From an optimization exercise on the open Yosys and OpenROAD flow, aimed at small area; shortcuts taken in it are not production practice.
Function was checked by simulation only, so behaviour that the tests miss may differ from the original.
Power figures rest on the tool's default switching activity, not on a simulated workload.

$ cat design/flow/run.sh
#!/bin/bash
# synth_recipe.tcl (not shown) runs the flow's synth.tcl, then flattens the netlist and writes it again
# the make line also repeats each setting of config.mk as NAME=value (left out here)
make -C /OpenROAD-flow-scripts/flow DESIGN_CONFIG=/design/flow/config.mk WORK_HOME=/design/flow/orfs CLKGATE_MAP_FILE= SYNTH_SCRIPT=/design/flow/synth_recipe.tcl finish
$ cat design/flow/config.mk
export PLATFORM = sky130hd
export DESIGN_NAME = switches_top
export DESIGN_NICKNAME = switches_top
export VERILOG_FILES = /design/flow/design.v
export SDC_FILE = /design/flow/constraint.sdc
export NUM_CORES = 4
export LEC_CHECK = 0
export CAP_MARGIN = 20
export CORE_MARGIN = 2
export CORE_UTILIZATION = 40
export PLACE_DENSITY = 0.6
export SLEW_MARGIN = 20
$ cat design/flow/constraint.sdc
create_clock -name core_clock -period 8.0 [get_ports {clk}]
set_input_delay 1.6000 -clock core_clock [delete_from_list [all_inputs] [get_ports {clk}]]
set_output_delay 1.6000 -clock core_clock [all_outputs]
set_load 0.01 [all_outputs]
$ cat design/flow/design.v
`timescale 1ns / 1ps
`timescale 1ns / 1ps
`timescale 1ns / 1ps
`timescale 1ns / 1ps
module switches_top(clk, reset, hsync, vsync, switches_p1, switches_p2, rgb);
	input	[7:0]	switches_p1;
	input	[7:0]	switches_p2;
	input			clk;
	input			reset;
	output	reg		hsync;
	output	reg		vsync;
	output	[2:0]	rgb;
	reg		[4:0]	hc;
	reg		[3:0]	ho;
	reg		[4:0]	vc;
	reg		[3:0]	vo;
	function [5:0] incdec;
		input [5:0] x;
		input en;
		input dec;
		integer i;
		reg t;
		begin
			t = en;
			for (i = 0; i < 6; i = i + 1) begin
				incdec[i] = x[i] ^ t;
				t = t & (x[i] ^ dec);
			end
		end
	endfunction
	wire			hend	= (hc == 5'd20) && (ho == 4'd9);	 
	wire			vend	= (vc == 5'd17) && (vo == 4'd6);	 
	wire	[5:0]	hc_inc6	= incdec({1'b0, hc}, 1'b1, 1'b0);
	wire	[5:0]	vc_inc6	= incdec({1'b0, vc}, 1'b1, 1'b0);
	wire	[5:0]	ho_inc6	= incdec({2'b0, ho}, 1'b1, 1'b0);
	wire	[5:0]	vo_inc6	= incdec({2'b0, vo}, 1'b1, 1'b0);
	wire	[4:0]	hc_inc	= hc_inc6[4:0];
	wire	[4:0]	vc_inc	= vc_inc6[4:0];
	wire	[3:0]	ho_inc	= ho_inc6[3:0];
	wire	[3:0]	vo_inc	= vo_inc6[3:0];
	always @(posedge clk) begin
		if (reset || hend) begin
			hc <= 5'd0;
			ho <= 4'd1;
		end
		else if (ho == 4'd14) begin
			hc <= hc_inc;
			ho <= 4'd0;
		end
		else
			ho <= ho_inc;
	end
	always @(posedge clk) begin
		if (reset || (hend && vend)) begin
			vc <= 5'd0;
			vo <= 4'd0;
		end
		else if (hend) begin
			if (vo == 4'd14) begin
				vc <= vc_inc;
				vo <= 4'd0;
			end
			else
				vo <= vo_inc;
		end
	end
	always @(posedge clk) begin
		hsync <= (hc == 5'd17 && ho >= 4'd9) || hc == 5'd18 || (hc == 5'd19 && ho <= 4'd1);
		vsync <= (vc == 5'd16 && vo == 4'd14) || (vc == 5'd17 && vo <= 4'd1);
	end
	wire			h_on	= hc < 5'd17 || (hc == 5'd17 && ho <= 4'd1);	 
	wire			v_on	= vc < 5'd16;									 
	wire			display_on = h_on && v_on;
	wire			borders	= display_on && ((hc == 5'd0 && ho <= 4'd2) || (hc == 5'd17 && ho == 4'd1)
								|| (vc == 5'd0 && vo <= 4'd1) || (vc == 5'd15 && vo == 4'd14));
	reg				ev_q;
	reg				tick;
	reg		[5:0]	fcnt;	 
	always @(posedge clk) begin
		ev_q <= (vc == 5'd16) && (vo == 4'd14) && (hc == 5'd0) && (ho == 4'd1);
		tick <= ev_q && !reset && (fcnt[1:0] == 2'b11);
		if (reset)
			fcnt <= 6'b111100;
		else if (ev_q)
			fcnt <= incdec(fcnt, 1'b1, 1'b0);
	end
	reg		[7:0]	dir_sw_q;
	wire	[7:0]	dir_sw	= {switches_p2[3:0], switches_p1[3:0]};
	wire			dir_edge = |(dir_sw & ~dir_sw_q);
	reg		[1:0]	dir1;
	reg		[1:0]	dir2;
	always @(posedge clk) begin
		dir_sw_q <= dir_sw;
		if (reset || dir_edge) begin
			if (reset || (switches_p1[1] && dir1 != 2'b01))
				dir1 <= 2'b00;
			else if (switches_p1[0] && dir1 != 2'b00)
				dir1 <= 2'b01;
			else if (switches_p1[2] && dir1 != 2'b10)
				dir1 <= 2'b11;
			else if (switches_p1[3] && dir1 != 2'b11)
				dir1 <= 2'b10;
			if (!reset && switches_p2[1] && dir2 != 2'b01)
				dir2 <= 2'b00;
			else if (reset || (switches_p2[0] && dir2 != 2'b00))
				dir2 <= 2'b01;
			else if (switches_p2[2] && dir2 != 2'b10)
				dir2 <= 2'b11;
			else if (switches_p2[3] && dir2 != 2'b11)
				dir2 <= 2'b10;
		end
	end
	wire	[4:0]	vnext	= (vo == 4'd14) ? vc_inc : (vend ? 5'd0 : vc);
	wire	[4:0]	nxt_h	= (hc == 5'd20) ? 5'd0 : hc_inc;
	wire	[4:0]	nxt_v	= (hc == 5'd20) ? vnext : vc;
	wire			cell_end = ho == 4'd14 || hend;
	reg				game_over;
	wire			step	= tick && !game_over;
	wire	[4:0]	head_h1, head_v1, head_h2, head_v2;
	wire	[4:0]	nh1, nv1, nh2, nv2;
	wire			t01_c1, t24_c1, t01_c2, t24_c2;
	wire			col1, col2;
	reg		[1:0]	grow1;
	reg		[1:0]	grow2;
	snake #(.H0(5'd1), .V0(5'd1), .D0(2'b00)) snake1 (
		.clk(clk), .reset(reset), .tick(tick), .step(step), .dir(dir1), .grow(grow1),
		.ho(ho), .cell_end(cell_end), .nxt_h(nxt_h), .nxt_v(nxt_v),
		.head_h(head_h1), .head_v(head_v1), .next_h(nh1), .next_v(nv1),
		.t01(t01_c1), .t24(t24_c1), .collide(col1)
	);
	snake #(.H0(5'd15), .V0(5'd14), .D0(2'b01)) snake2 (
		.clk(clk), .reset(reset), .tick(tick), .step(step), .dir(dir2), .grow(grow2),
		.ho(ho), .cell_end(cell_end), .nxt_h(nxt_h), .nxt_v(nxt_v),
		.head_h(head_h2), .head_v(head_v2), .next_h(nh2), .next_v(nv2),
		.t01(t01_c2), .t24(t24_c2), .collide(col2)
	);
	wire			out1	= nh1 == 5'd18 || nh1 == 5'd31 || nv1 == 5'd17 || nv1 == 5'd31;
	wire			out2	= nh2 == 5'd18 || nh2 == 5'd31 || nv2 == 5'd17 || nv2 == 5'd31;
	always @(posedge clk) begin
		if (reset)
			game_over <= 1'b0;
		else if (step)
			game_over <= out1 || out2 || col1 || col2;
	end
	reg		[3:0]	apple_a;	 
	reg				apple_rst;	 
	wire	[3:0]	apple_h	= apple_a;
	wire	[3:0]	apple_v	= {apple_a[2] | apple_rst, apple_a[1:0], 1'b0};
	wire			eat1	= nh1 == {1'b0, apple_h} && nv1 == {1'b0, apple_v};
	wire			eat2	= nh2 == {1'b0, apple_h} && nv2 == {1'b0, apple_v};
	always @(posedge clk) begin
		if (reset) begin
			apple_a <= 4'd8;
			apple_rst <= 1'b1;
			grow1 <= 2'd0;
			grow2 <= 2'd0;
		end
		else if (tick) begin
			if (eat1 || eat2) begin
				apple_a <= fcnt[5:2];
				apple_rst <= 1'b0;
			end
			if (eat1 && grow1 != 2'd3)
				grow1 <= grow1 + 2'd1;
			if (eat2 && grow2 != 2'd3)
				grow2 <= grow2 + 2'd1;
		end
	end
	wire			win_tail	= ho >= 4'd1 && ho <= 4'd11 && vo >= 4'd3 && vo <= 4'd13;
	wire			win_head	= ho <= 4'd13 && vo >= 4'd1 && vo <= 4'd14;
	wire			win_apple	= ho >= 4'd1 && ho <= 4'd14 && vo >= 4'd1 && vo <= 4'd14;
	wire			grid		= ho == 4'd1 && vo == 4'd0;
	wire			t01_1	= win_tail && t01_c1;
	wire			t01_2	= win_tail && t01_c2;
	wire			t24_1	= win_tail && t24_c1;
	wire			t24_2	= win_tail && t24_c2;
	wire			h1		= win_head && hc == head_h1 && vc == head_v1;
	wire			h2		= win_head && hc == head_h2 && vc == head_v2;
	wire			apple	= win_apple && hc == {1'b0, apple_h} && vc == {1'b0, apple_v};
	reg				s1_r, s1_g, s1_b, s1_k1, s1_k2;
	reg				s2_r, s2_g, s2_b, s2_k1, s2_k2;
	reg				s3_r, s3_g, s3_b, s3_k1, s3_k2;
	reg				q_r, q_g, q_b;
	always @(posedge clk) begin
		s1_r <= t01_1 || t01_2;
		s1_g <= t01_1 || h1 || h2;
		s1_b <= t01_2 || h2;
		s1_k1 <= !reset && t24_1;
		s1_k2 <= !reset && t24_2;
		s2_r <= s1_r || apple;
		s2_g <= s1_g;
		s2_b <= s1_b;
		s2_k1 <= !reset && s1_k1;
		s2_k2 <= !reset && s1_k2;
		s3_r <= s2_r;
		s3_g <= s2_g || grid;
		s3_b <= s2_b || grid;
		s3_k1 <= !reset && s2_k1;
		s3_k2 <= !reset && s2_k2;
		q_r <= display_on && (s3_r || s3_k1 || s3_k2);
		q_g <= display_on && (s3_g || s3_k1);
		q_b <= display_on && (s3_b || s3_k2);
	end
	assign rgb = {game_over || q_b || borders, q_g, q_r};
endmodule
module snake(clk, reset, tick, step, dir, grow, ho, cell_end, nxt_h, nxt_v,
		head_h, head_v, next_h, next_v, t01, t24, collide);
	input			clk;
	input			reset;
	input			tick;		 
	input			step;		 
	input	[1:0]	dir;
	input	[1:0]	grow;		 
	input	[3:0]	ho;
	input			cell_end;
	input	[4:0]	nxt_h;
	input	[4:0]	nxt_v;
	output	reg [4:0]	head_h;
	output	reg [4:0]	head_v;
	output	[4:0]	next_h;		 
	output	[4:0]	next_v;
	output	reg		t01;		 
	output	reg		t24;		 
	output			collide;	 
	parameter	H0 = 5'd1;
	parameter	V0 = 5'd1;
	parameter	D0 = 2'b00;
	reg		[1:0]	d0, d1, d2, d3, d4;
	reg				v1, v2, v3, v4;
	reg		[4:0]	wh, wv;
	reg				a01, a24;
	wire			from_head = tick || ho == 4'd1;
	reg		[1:0]	c;
	reg				z;
	always @* begin
		c = 2'b00;
		z = 1'b1;
		if (tick) begin
			c = dir; z = 1'b0;
		end
		else case (ho)
			4'd1: begin c = d0 ^ 2'b01; z = 1'b0; end
			4'd2: begin c = d1 ^ 2'b01; z = !v1; end
			4'd3: begin c = d2 ^ 2'b01; z = !v2; end
			4'd4: begin c = d3 ^ 2'b01; z = !v3; end
			4'd5: begin c = d4 ^ 2'b01; z = !v4; end
			default: begin c = 2'b00; z = 1'b1; end
		endcase
	end
	wire	[4:0]	xh = from_head ? head_h : wh;
	wire	[4:0]	xv = from_head ? head_v : wv;
	function [4:0] incdec;
		input [4:0] x;
		input en;
		input dec;
		integer i;
		reg t;
		begin
			t = en;
			for (i = 0; i < 5; i = i + 1) begin
				incdec[i] = x[i] ^ t;
				t = t & (x[i] ^ dec);
			end
		end
	endfunction
	assign next_h = incdec(xh, !z && !c[1], c[0]);
	assign next_v = incdec(xv, !z && c[1], c[0]);
	wire			hit = wh == nxt_h && wv == nxt_v;
	always @(posedge clk) begin
		wh <= next_h;
		wv <= next_v;
		case (ho)
			4'd2: a01 <= hit;
			4'd3: a01 <= a01 || hit;
			4'd4: a24 <= hit && grow != 2'd0;
			4'd5: a24 <= a24 || (hit && grow[1]);
			4'd6: a24 <= a24 || (hit && grow == 2'd3);
			default: ;
		endcase
		if (reset) begin
			t01 <= 1'b0;
			t24 <= 1'b0;
		end
		else if (cell_end) begin
			t01 <= a01;
			t24 <= a24;
		end
	end
	always @(posedge clk) begin
		if (reset) begin
			head_h <= H0;
			head_v <= V0;
			d0 <= D0;
			v1 <= 1'b0;
			v2 <= 1'b0;
			v3 <= 1'b0;
			v4 <= 1'b0;
		end
		else if (step) begin
			head_h <= next_h;
			head_v <= next_v;
			d0 <= dir;
			v1 <= 1'b1;
			v2 <= v1;
			v3 <= v2;
			v4 <= v3;
		end
		if (!reset && step) begin
			d1 <= d0;
			d2 <= d1;
			d3 <= d2;
			d4 <= d3;
		end
	end
	assign collide = (dir == (d0 ^ 2'b01))
		|| (v2 && dir[1] != d0[1] && d1 == (dir ^ 2'b01) && d2 == (d0 ^ 2'b01));
endmodule
==> qor.txt, run 1 <==
Run status: timing/DRC/antenna clean
Initial antenna violation count: 0
Hold_buf cts: 0
FF+latch count, synth: 140
Seq/Total Area, Yosys: 0.371
Static Leak: 0.00342 µW
First-pass GRT wire length: 36.0 mm
Endpoints failing hold: 0
Crit Path Class: reg2reg
# clock sinks: 140
Post-route cell area: 9140 µm²
Worst slew margin: 0.326
Drt initial violations: 597
Post-CTS resize count: 0
ANT cells: 0
DR vias/cell: 5.70
Hold Path Origin: s1_g$_DFF_P_
Avg Synthesized Cell Area: 8.74 µm²
VDD IR max: 0.000146 V
Delay-heaviest family, CP: simple AND/OR/NAND/NOR gates
EDFF count, synth: 24
Routed Antenna Nets: 0
Critical path cell sequence: inv_1 > ha_1 > nor3b_4 > buf_4 > nor2_4 > mux2i_1 > nor4bb_1 > o211ai_1 > xor2_1 > nor4_1 > nand4_1 > or3_1 > a21oi_1
Ys Warns: 3
Die ar.: 21,700 µm²
DIE HEIGHT: 147 µm
Synth Flop Type: dfxtp_1
Biggest regs: dir_sw_q (8), fcnt (6)
Crit path max fanout: 17
Clock-pin slew on the worst setup and hold paths: 0.06 ns
Syn Std Cell Area: 8210 µm²
Slew at the pin closest to its max-slew limit: 1.01 ns
Largest net degree at the start of global routing: 45
Dpl hpwl: 16.0 mm
Biggest register: dir_sw_q
Final Max Slew Viols: 0
Layout cells sized above 1: 0.0745
Clk_skew: 0.0118 ns
Worst min path class: reg2reg
Post-Synthesis Net Count: 987
Final Core Density: 0.453
Critical path endpoint category: register
Layout Area Growth over Synthesis: 11.3%
Worst skew pair latency: 0.43 ns
Core region area: 20,200 µm²
Unrepaired setup endpoints after global routing: no
Overall Global Routing Usage: 0.213
RePlAce Congestion: 0.936
Total gr overflow: 0
Setup TNS: 0 ns
Commonest non-fill, non-tap cell in the layout: dfxtp_1
Tmin final: 4.80 ns
Crit path from: ho[1]$_SDFF_PP0_
# fillers: 1,987
Top-level I/O count: 23
Area of placed instances: 8520 µm²
Startpoint type of the worst setup path: register
Arr. time, crit path: 5.15 ns
Cell area power density: 237 nW/µm²
Finish-stage setup viols: 0
Buf+Inv Stages, Crit Path: 2
R2R Path Start: ho[1]$_SDFF_PP0_
Initial Util: 0.407
Worst Setup Slack, final: 3.20 ns
IO buf count: 14
Rows: 52
CTS root buf: clkbuf_16
Crit path max-delay cell type: nor2_4
Number of flip-flops in the largest register: 8
Final period util: 0.599
Top cells by area, synth: dfxtp_1 (28%), edfxtp_1 (8.8%), xnor2_1 (6.1%)
Total CTS buffers: 17
Via count: 6,888
Htree depth: 4
DRC viols: 0
Async S/R FF share, synth: 0
Place WS: 3.33 ns
Delay of the slowest cell on the worst path: 0.56 ns
Peak Freq: 0.209 GHz
Largest area contributor in the netlist: dfxtp_1
Syn Inst Count: 939
Synth unique cells: 82
CP required: 8.36 ns
Max cap viols: 0
# Post-CTS Setup Buffers: 0
WL per Instance: 18.5 µm
CTS tree: yes
Commonest cells after routing, fill and taps aside: dfxtp_1 (116), nand2_1 (100), nor2_1 (70), a21oi_1 (62), xnor2_1 (57)
Post-Route WL: 22.4 mm
Final net count: 975
First-pass DRT Iterations: 7
Die X: 147 µm
Clock buffer depth: 2
Yosys top cell area share: 0.283
Vias in the first global route: 6,483
final timing paths:
path                      endpoint  slack [ns]  depth (start not counted)
max          grow1[0]$_SDFFE_PP0P_        3.20                         13
min                   s2_g$_DFF_P_        0.33                          0
max reg2reg  grow1[0]$_SDFFE_PP0P_        3.20                         13
min reg2reg           s2_g$_DFF_P_        0.33                          0
layout make-up:
| class | instances | area, µm² | area share |
|---|---|---|---|
| multi-input combinational | 711 | 4810 | 0.526 |
| inverter | 33 | 124 | 0.0136 |
| clock buffer | 19 | 454 | 0.0497 |
| clock inverter | 12 | 159 | 0.0174 |
| timing repair buffer | 24 | 210 | 0.0230 |
| sequential | 140 | 3040 | 0.333 |
| tap | 270 | 338 | 0.0370 |
power by group:
part / internal (µW) / switching (µW) / total, µW
combinational: 202 / 302 / 504
clock: 510 / 321 / 831
sequential: 763 / 65.6 / 829
total: 1480 / 688 / 2160
stage by stage:
| step | instances | total power [µW] | hold WS [ns] |
|---|---|---|---|
| 2_1_floorplan | 939 | 1210 | 0.310 |
| 3_3_place_gp | 1178 | 1330 | 0.310 |
| 3_5_place_dp | 1178 | 1330 | 0.312 |
| 4_1_cts | 1209 | 2160 | 0.326 |
| 5_1_grt | 1209 | 2250 | 0.341 |
| 6_report | 1209 | 2160 | 0.327 |
worst register-to-register path: stages, from the launching register on:
cell and delay, ns:
dfxtp_1 0.50, inv_1 0.14, ha_1 0.41, nor3b_4 0.26, buf_4 0.24, nor2_4 0.57, mux2i_1 0.52, nor4bb_1 0.28
o211ai_1 0.15, xor2_1 0.23, nor4_1 0.50, nand4_1 0.37, or3_1 0.42, a21oi_1 0.14
metal layers:
| layer | track usage | vias to the layer above | routed length [µm] |
|---|---|---|---|
| li1 | - | 3339 | - |
| met1 | 0.297 | 3279 | 10300 |
| met2 | 0.332 | 242 | 10100 |
| met3 | 0.0422 | 28 | 1480 |
| met4 | 0.0663 | 0 | 445 |
| met5 | 0 | - | 0 |
cells in the mapped netlist, types with 18 or more instances:
library cell	count
nand3_1	39
ha_1	30
mux2i_1	38
xor2_1	24
nor3_1	43
edfxtp_1	24
nor2_1	71
nand2_1	100
inv_1	32
dfxtp_1	116
o21ai_0	27
clkbuf_1	41
a31oi_1	18
a21oi_1	62
xnor2_1	57
cells by family (layout without fill, tap and decap cells):
kind of cell,count (synthesis),after routing,synth area share
buf+inv,88,88,0.0437
xor+xnor,88,88,0.106
compound gates,185,185,0.153
fa+ha+maj,30,30,0.0457
mux,42,42,0.0521
flops,140,140,0.371
simple gates,366,366,0.229
==> inputs of run 2 (changes only) <==
==> design/flow/flow/run.sh (new file) <==
#!/bin/bash
# Own flow: the standard layout (standard.sh), with synthesis run by
# my_synth.tcl (the standard flow's synthesis with an area-oriented ABC script).
set -euo pipefail
W=$(pwd)
export OWN_ABC_SCRIPT="$W/flow/area.abc"
bash "$W/standard.sh" SYNTH_SCRIPT="$W/flow/my_synth.tcl" finish > "$W/flow_make.log" 2>&1
==> design/flow/flow/area.abc (new file) <==
strash
&get -n
&fraig -x
&put
scorr
dc2
strash
&get -n
&deepsyn -T 30
&put
strash
&get -n
&dch -f
&nf -R 1000 -a
&put
==> design/flow/flow/my_synth.tcl (new file) <==
# The standard flow's synthesis script (synth_recipe.tcl), with one change: Yosys's abc
# call uses the area-oriented ABC script next to this file instead of ORFS's
# speed script. Everything before abc, and so every register, is unchanged.
proc synth {args} { yosys synth -nofsm -noshare {*}$args }
proc abc {args} {
  set i [lsearch -exact $args -script]
  if {$i >= 0} { lset args [expr {$i + 1}] $::env(OWN_ABC_SCRIPT) }
  yosys abc {*}$args
}
source $::env(SCRIPTS_DIR)/synth.tcl
# left out here: clear keep_hierarchy, flatten, clean up, hide names made inside functions, write 1_2_yosys.v
==> design/flow/standard.sh (new file) <==
#!/bin/bash
# synth_recipe.tcl (not shown) runs the flow's synth.tcl, then flattens the netlist and writes it again
# the make line also repeats each setting of config.mk as NAME=value (left out here)
make -C /OpenROAD-flow-scripts/flow DESIGN_CONFIG=/design/flow/config.mk WORK_HOME=/design/flow/orfs CLKGATE_MAP_FILE= SYNTH_SCRIPT=/design/flow/synth_recipe.tcl "${@:-finish}"
removed: design/flow/run.sh
==> run 2 against run 1 <==
- still clean
- final cell count decreased by 20%
- register-to-register slack got worse by 0.96 ns
- critical path type unchanged
- critical path depth increased by 9
==> qor.txt, run 2 <==
Run status: timing/DRC/antenna clean
Number of flip-flops in the largest register: 8
# Post-CTS Setup Buffers: 0
First-pass DRT Iterations: 5
Worst path depth: 22
Critical path endpoint category: register
Htree depth: 4
Hold WS: 0.325 ns
Hold_buf cts: 0
Largest area contributor in the netlist: dfxtp_1
Biggest regs: dir_sw_q (8), fcnt (6)
Vias in the first global route: 5,249
Crit path max-delay cell type: or4_1
Die X: 133 µm
Synth unique cells: 60
Worst skew pair latency: 0.42 ns
Max cap viols: 0
Clk_skew: 0.00685 ns
Dpl hpwl: 13.0 mm
FF-to-FF path depth: 22
CP most frequent cell: a21oi_1
Synth Area in Compound Gates: 0.175
Simple-gate area share of the yosys netlist: 0.153
Synth Flop Type: dfxtp_1
Total gr overflow: 0
Initial Util: 0.407
Post-CTS resize count: 0
Synthesized-area fraction occupied by adder cells: 0.0560
FF+latch count, synth: 140
Post-Synthesis Net Count: 746
Final Max Slew Viols: 0
Crit Reg-Reg Endpoint: grow2[1]$_SDFFE_PP0P_
Critical path cell sequence: clkinv_1 > ha_1 > nor2b_1 > nand2_1 > o22ai_1 > nor3_1 > nor2_1 > a21oi_1 > a21oi_1 > nor2b_1 > xnor2_1 > nand2_1 > a21bo_1 > xnor2_1 > a21oi_1 > a21oi_1 > nand2_1 > xor2_1 > or4_1 > nor2_1 > nor2_1 > nor3_1
Syn Std Cell Area: 6700 µm²
Routed Antenna Nets: 0
CTS root buf: clkbuf_16
Post-Place Cells: 934
Most numerous cell in the Yosys netlist: dfxtp_1
Startpoint type of the worst setup path: register
IO buf count: 14
Worst min path class: reg2reg
Largest net degree at the start of global routing: 33
Reg2Reg Setup Slack: 2.25 ns
Post-synthesis mux area share: 0.0469
Final net count: 781
CTS tree: yes
Rows: 47
Top cells by area, synth: dfxtp_1 (35%), edfxtp_1 (11%), ha_1 (5.6%)
Area of placed instances: 7150 µm²
Syn Inst Count: 698
Overall Global Routing Usage: 0.205
Clock buffer depth: 2
Synth Area in XOR/XNOR: 0.0837
Final period util: 0.719
Layout Area Growth over Synthesis: 15.5%
Delay of the slowest cell on the worst path: 0.65 ns
# clock sinks: 140
Die ar.: 17,800 µm²
Biggest register: dir_sw_q
Yosys top cell area share: 0.347
Seq/Total Area, Yosys: 0.454
Largest family of logic cells by synthesized area: compound AO/OA/AOI/OAI gates
Arr. time, crit path: 6.10 ns
Crit path max fanout: 10
Slew at the pin closest to its max-slew limit: 0.844 ns
Commonest non-fill, non-tap cell in the layout: dfxtp_1
R2R Path Start: ho[1]$_SDFF_PP0_
Layout Cells excl Fill: 966
Synth cell count leaders: dfxtp_1 (116), nand2_1 (53), clkinv_1 (52), nor2_1 (52)
Power, Total: 1910 µW
EDFF count, synth: 24
DRC viols: 0
# fillers: 1,579
Multi-input gate area: 3450 µm²
Top-level I/O count: 23
Hold Path Origin: s1_b$_DFF_P_
Hold Crit Depth: 0
First-pass GRT wire length: 28.1 mm
VDD IR max: 0.000139 V
DIE HEIGHT: 133 µm
Commonest cells after routing, fill and taps aside: dfxtp_1 (116), nand2_1 (53), clkinv_1 (52), nor2_1 (51)
Post-Route WL: 17.3 mm
Cell area power density: 247 nW/µm²
Async S/R FF share, synth: 0
Delay-heaviest family, CP: simple AND/OR/NAND/NOR gates
WHS Endpoint: s2_b$_DFF_P_
WL per Instance: 17.9 µm
ANT cells: 0
Static Leak: 0.00296 µW
Post-route cell area: 7740 µm²
Total CTS buffers: 17
Drt initial violations: 433
RePlAce Congestion: 0.907
Peak Freq: 0.174 GHz
CP required: 8.35 ns
Register area: 3040 µm²
Crit Path Class: reg2reg
Buf+Inv Stages, Crit Path: 1
Avg Synthesized Cell Area: 9.60 µm²
Setup TNS: 0 ns
Endpoints failing hold: 0
DR vias/cell: 5.62
Finish-stage setup viols: 0
Via count: 5,430
Unrepaired setup endpoints after global routing: no
Core region area: 16,500 µm²
Layout cells sized above 1: 0.0442
Worst slew margin: 0.437
Tmin final: 5.75 ns
Clock-pin slew on the worst setup and hold paths: 0.06 ns
Ys Warns: 3
Initial antenna violation count: 0
==> run 2: cells by family after synthesis <==
| group | Yosys count |
|---|---|
| and+or+nand+nor | 207 |
| AOI/OAI and AO/OA | 172 |
| DFF | 140 |
| xor gates and xnor gates | 64 |
| buffers and inverters | 54 |
| muxes | 31 |
| adders and majority gates | 30 |
==> run 2: metrics by stage <==
step                      setup WS [ns]  utilization
after floorplan                    2.64            -
after global placement             2.51        0.433
after detailed placement           2.33        0.434
after CTS                          2.28        0.470
after global routing               1.81        0.470
final                              2.25        0.470
==> run 2: per-layer routing <==
layer  global-route usage  part of all wire  vias up
met5                    0                 0        -
met4               0.0774             0.027        0
met3               0.0586             0.068       33
met2                0.325              0.46      190
met1                0.266              0.44     2589
li1                     -                 -     2618
==> run 2: final cells by class <==
type                            instances  share of cell area
Inverter                               52              0.0252
Timing Repair Buffer                   18              0.0246
Multi-Input combinational cell        504               0.446
Sequential cell                       140               0.393
Clock buffer                           24              0.0652
Tap cell                              220              0.0356
Clock inverter                          8              0.0105
==> run 2: worst max-delay path by stage <==
stage	start	to	slack [ns]
after floorplan	ho[1]$_SDFF_PP0_	apple_a[0]$_SDFFE_PP0P_	2.64
after global placement	ho[1]$_SDFF_PP0_	grow2[1]$_SDFFE_PP0P_	2.51
after detailed placement	ho[1]$_SDFF_PP0_	grow2[1]$_SDFFE_PP0P_	2.33
after CTS	ho[1]$_SDFF_PP0_	grow2[1]$_SDFFE_PP0P_	2.28
after global routing	ho[1]$_SDFF_PP0_	grow2[1]$_SDFFE_PP0P_	1.81
final	ho[1]$_SDFF_PP0_	grow2[1]$_SDFFE_PP0P_	2.25
==> run 2: report_power, final <==
part           internal (µW)  switching [µW]
logic                    128             206
clock network            474             297
registers                764            42.5

==> port drivers added, routing unchanged <==
The results above use ideal ports. As a check the final layouts listed here were re-extracted and re-timed, cells and wires unchanged.
Step 1, drivers: a clkbuf_16 drives clk and a buf_2 each remaining input, both assumed.
Step 2 also shifts input and output timing later by t, the mid clock arrival at the registers, as if the neighbouring blocks saw the same clock.
a / b / c = ideal / step 1 / step 2; a / b = the first two.
| run | t, ns | slack for setup (ns) | worst hold slack (ns) | latest minus earliest clock arrival (ns) |
|---|---|---|---|---|
| run 1 | 0.465 | 3.205 / 3.205 / 3.205 | 0.327 / 0.327 / 0.327 | 0.012 / 0.012 |
| run 2 | 0.461 | 2.245 / 2.245 / 2.245 | 0.325 / 0.325 / 0.325 | 0.007 / 0.007 |
After both steps every run listed still meets setup and hold.
